Background: an optimization exercise with open tools, aiming at small area. Do not read the settings as production practice.
Only simulation tests tie the RTL to the original design; equivalence was not proved.
No activity file was given, so power comes from the tool's default toggle rates.

Setup of run A:
==> flow/design.v (excerpt) <==
module h_lcd(state, eval, success, clk_in, rst, rs, e, data);
==> flow/config.mk <==
export PLATFORM = sky130hd
export DESIGN_NAME = h_lcd
export DESIGN_NICKNAME = h_lcd
export VERILOG_FILES = /design/flow/design.v
export SDC_FILE = /design/flow/constraint.sdc
export NUM_CORES = 4
export LEC_CHECK = 0
export ABC_AREA = 1
export CAP_MARGIN = 20
export CORE_MARGIN = 2
export CORE_UTILIZATION = 40
export CTS_BUF_LIST = sky130_fd_sc_hd__clkbuf_4
export CTS_CLUSTER_DIAMETER = 200
export CTS_CLUSTER_SIZE = 30
export GPL_TIMING_DRIVEN = 0
export SETUP_SLACK_MARGIN = 0.2
export SLEW_MARGIN = 20
==> flow/constraint.sdc <==
create_clock -name core_clock -period 5.0 [get_ports {clk_in}]
set_input_delay 1.0000 -clock core_clock [delete_from_list [all_inputs] [get_ports {clk_in}]]
set_output_delay 1.0000 -clock core_clock [all_outputs]
set_load 0.01 [all_outputs]
standard.sh (not shown) runs the stock make flow with config.mk's settings and CLKGATE_MAP_FILE= SYNTH_SCRIPT=/design/flow/synth_recipe.tcl, a recipe that flattens the netlist after the stock synthesis.
==> flow/flow/run.sh <==
#!/bin/bash
# Layout flow: the standard ORFS flow (standard.sh) with these changes,
# all aimed at cell area:
#  - synthesis maps the logic with an area-only ABC script
#    (flow/abc_area.script: strash; dch -f; map -a) in place of ORFS's
#    abc_area.script, which maps for delay and then buffers and upsizes;
#    Yosys's own early ABC run and the half/full-adder extraction are skipped
#    (SYNTH_ARGS=-noabc, ADDER_MAP_FILE empty), so ABC sees the design's
#    logic as written;
#  - the port buffers are sky130_fd_sc_hd__buf_1.
# Every script is ORFS's own, copied unchanged apart from abc_area.script.
# All tool output goes to make.log and to ORFS's logs under orfs/logs.
set -euo pipefail
W=$(pwd)
rm -rf "$W/scripts"
cp -r "$FLOW_HOME/scripts" "$W/scripts"
cp "$W/flow/abc_area.script" "$W/scripts/abc_area.script"
bash "$W/standard.sh" SCRIPTS_DIR="$W/scripts" SYNTH_ARGS=-noabc ADDER_MAP_FILE= \
  BUFFER_PORTS_ARGS="-buffer_cell sky130_fd_sc_hd__buf_1" finish > "$W/make.log" 2>&1
==> flow/flow/abc_area.script <==
strash
dch -f
map -a
topo
No stage failed in run A, and the final checks on the layout all came back clean.
## Diff of input files: run B against run A
# run A
export LEC_CHECK = 0
export ABC_AREA = 1
export CAP_MARGIN = 20
export CORE_MARGIN = 2
export CORE_UTILIZATION = 40
export CTS_BUF_LIST = sky130_fd_sc_hd__clkbuf_4
export CTS_CLUSTER_DIAMETER = 200
export CTS_CLUSTER_SIZE = 30
export GPL_TIMING_DRIVEN = 0
export SETUP_SLACK_MARGIN = 0.2
export SLEW_MARGIN = 20
create_clock -name core_clock -period 5.0 [get_ports {clk_in}]
# run B
export LEC_CHECK = 0
export ABC_AREA = 1
export CAP_MARGIN = 20
export CORE_MARGIN = 2
export CORE_UTILIZATION = 40
export CTS_BUF_LIST = sky130_fd_sc_hd__clkbuf_4
export CTS_CLUSTER_DIAMETER = 200
export CTS_CLUSTER_SIZE = 30
export GPL_TIMING_DRIVEN = 0
export SETUP_SLACK_MARGIN = 0.3
export SLEW_MARGIN = 20
create_clock -name core_clock -period 5.0 [get_ports {clk_in}]
- Largest net degree at the start of global routing came out exactly the same in run B and run A.
- Run A and run B ended up with roughly the same finished layout cell area.
- Comparing run A with run B, the final routed wirelength across all metal layers came out essentially unchanged.
- Run B and run A ended up with nearly the same relative area of clock buffers and inverters in the final design.
- Of the two candidates, run A has the worse register-to-register slack and run B the better one.
- Comparing run B and run A, clock network power share is higher on run A.
The following lists how run C was set up differently from run B:
--- a/flow/flow/run.sh
+++ b/flow/flow/run.sh
@@ -10 +10,4 @@
-#  - the port buffers are sky130_fd_sc_hd__buf_1.
+#  - the port buffers are sky130_fd_sc_hd__buf_1;
+#  - the larger flip-flop sizes (dfxtp_2, dfxtp_4) are added to the
+#    platform's don't-use list, so that timing repair buffers the loads of a
+#    flip-flop instead of upsizing it.
@@ -14,0 +18,2 @@
+# the platform's don't-use cells (platforms/sky130hd/config.mk) and two more
+DONT_USE="sky130_fd_sc_hd__probe_p_8 sky130_fd_sc_hd__probec_p_8 sky130_fd_sc_hd__lpflow_bleeder_1 sky130_fd_sc_hd__lpflow_clkbufkapwr_1 sky130_fd_sc_hd__lpflow_clkbufkapwr_16 sky130_fd_sc_hd__lpflow_clkbufkapwr_2 sky130_fd_sc_hd__lpflow_clkbufkapwr_4 sky130_fd_sc_hd__lpflow_clkbufkapwr_8 sky130_fd_sc_hd__lpflow_clkinvkapwr_1 sky130_fd_sc_hd__lpflow_clkinvkapwr_16 sky130_fd_sc_hd__lpflow_clkinvkapwr_2 sky130_fd_sc_hd__lpflow_clkinvkapwr_4 sky130_fd_sc_hd__lpflow_clkinvkapwr_8 sky130_fd_sc_hd__lpflow_decapkapwr_12 sky130_fd_sc_hd__lpflow_decapkapwr_3 sky130_fd_sc_hd__lpflow_decapkapwr_4 sky130_fd_sc_hd__lpflow_decapkapwr_6 sky130_fd_sc_hd__lpflow_decapkapwr_8 sky130_fd_sc_hd__lpflow_inputiso0n_1 sky130_fd_sc_hd__lpflow_inputiso0p_1 sky130_fd_sc_hd__lpflow_inputiso1n_1 sky130_fd_sc_hd__lpflow_inputiso1p_1 sky130_fd_sc_hd__lpflow_inputisolatch_1 sky130_fd_sc_hd__lpflow_isobufsrc_1 sky130_fd_sc_hd__lpflow_isobufsrc_16 sky130_fd_sc_hd__lpflow_isobufsrc_2 sky130_fd_sc_hd__lpflow_isobufsrc_4 sky130_fd_sc_hd__lpflow_isobufsrc_8 sky130_fd_sc_hd__lpflow_isobufsrckapwr_16 sky130_fd_sc_hd__lpflow_lsbuf_lh_hl_isowell_tap_1 sky130_fd_sc_hd__lpflow_lsbuf_lh_hl_isowell_tap_2 sky130_fd_sc_hd__lpflow_lsbuf_lh_hl_isowell_tap_4 sky130_fd_sc_hd__lpflow_lsbuf_lh_isowell_4 sky130_fd_sc_hd__lpflow_lsbuf_lh_isowell_tap_1 sky130_fd_sc_hd__lpflow_lsbuf_lh_isowell_tap_2 sky130_fd_sc_hd__lpflow_lsbuf_lh_isowell_tap_4 sky130_fd_sc_hd__dfxtp_2 sky130_fd_sc_hd__dfxtp_4"
@@ -19 +24,2 @@
-  BUFFER_PORTS_ARGS="-buffer_cell sky130_fd_sc_hd__buf_1" finish > "$W/make.log" 2>&1
+  BUFFER_PORTS_ARGS="-buffer_cell sky130_fd_sc_hd__buf_1" \
+  DONT_USE_CELLS="$DONT_USE" finish > "$W/make.log" 2>&1
## What came out
- In run C the final standard cell utilization of the core turned out 0.74 points higher than in run B.
- Going from run B to run C, stage delay of the slowest cell on the critical path fell by 0.20 ns, maximum fanout encountered on the critical timing path fell by 1, fraction of final layout cells with drive strength greater than 1 rose by 0.26 points, non-clock buffer count rose by 10, maximum vdd ir drop rose by about 2.1%.
- Looking at number of nets in the layout across run C and run B, the one that comes out lower is run B.
- The total buffers and inverters traversed by the critical path reported for run C is greater than that of run B by 1.

==> re-timing with driven ports <==
No port has a modelled driver above. Below, the same layouts with a new extraction and two added sets of constraints. Step 1 sets driving cells, clkbuf_16 on the clock port and buf_2 on the other inputs (assumed; they add their load-dependent delay and slew). Step 2, shift: input delay + t, output delay - t, t = (earliest + latest rising clock arrival at the registers) / 2. This alone moves slack from input paths to output paths. Slacks: ideal / step 1 / step 2; pairs: ideal / step 1.
run	t, ns	slack for setup (ns)	hold WS [ns]	worst data-port slew with drivers (ns)	pins driven straight from the clock port
run A	0.310	0.340 / 0.320 / 0.630	0.497 / 0.497 / 0.497	0.03	1
run B	0.307	0.356 / 0.336 / 0.644	0.495 / 0.495 / 0.495	0.03	1
run C	0.308	0.359 / 0.339 / 0.648	0.493 / 0.493 / 0.493	0.03	1
After both steps every run listed still meets setup and hold.
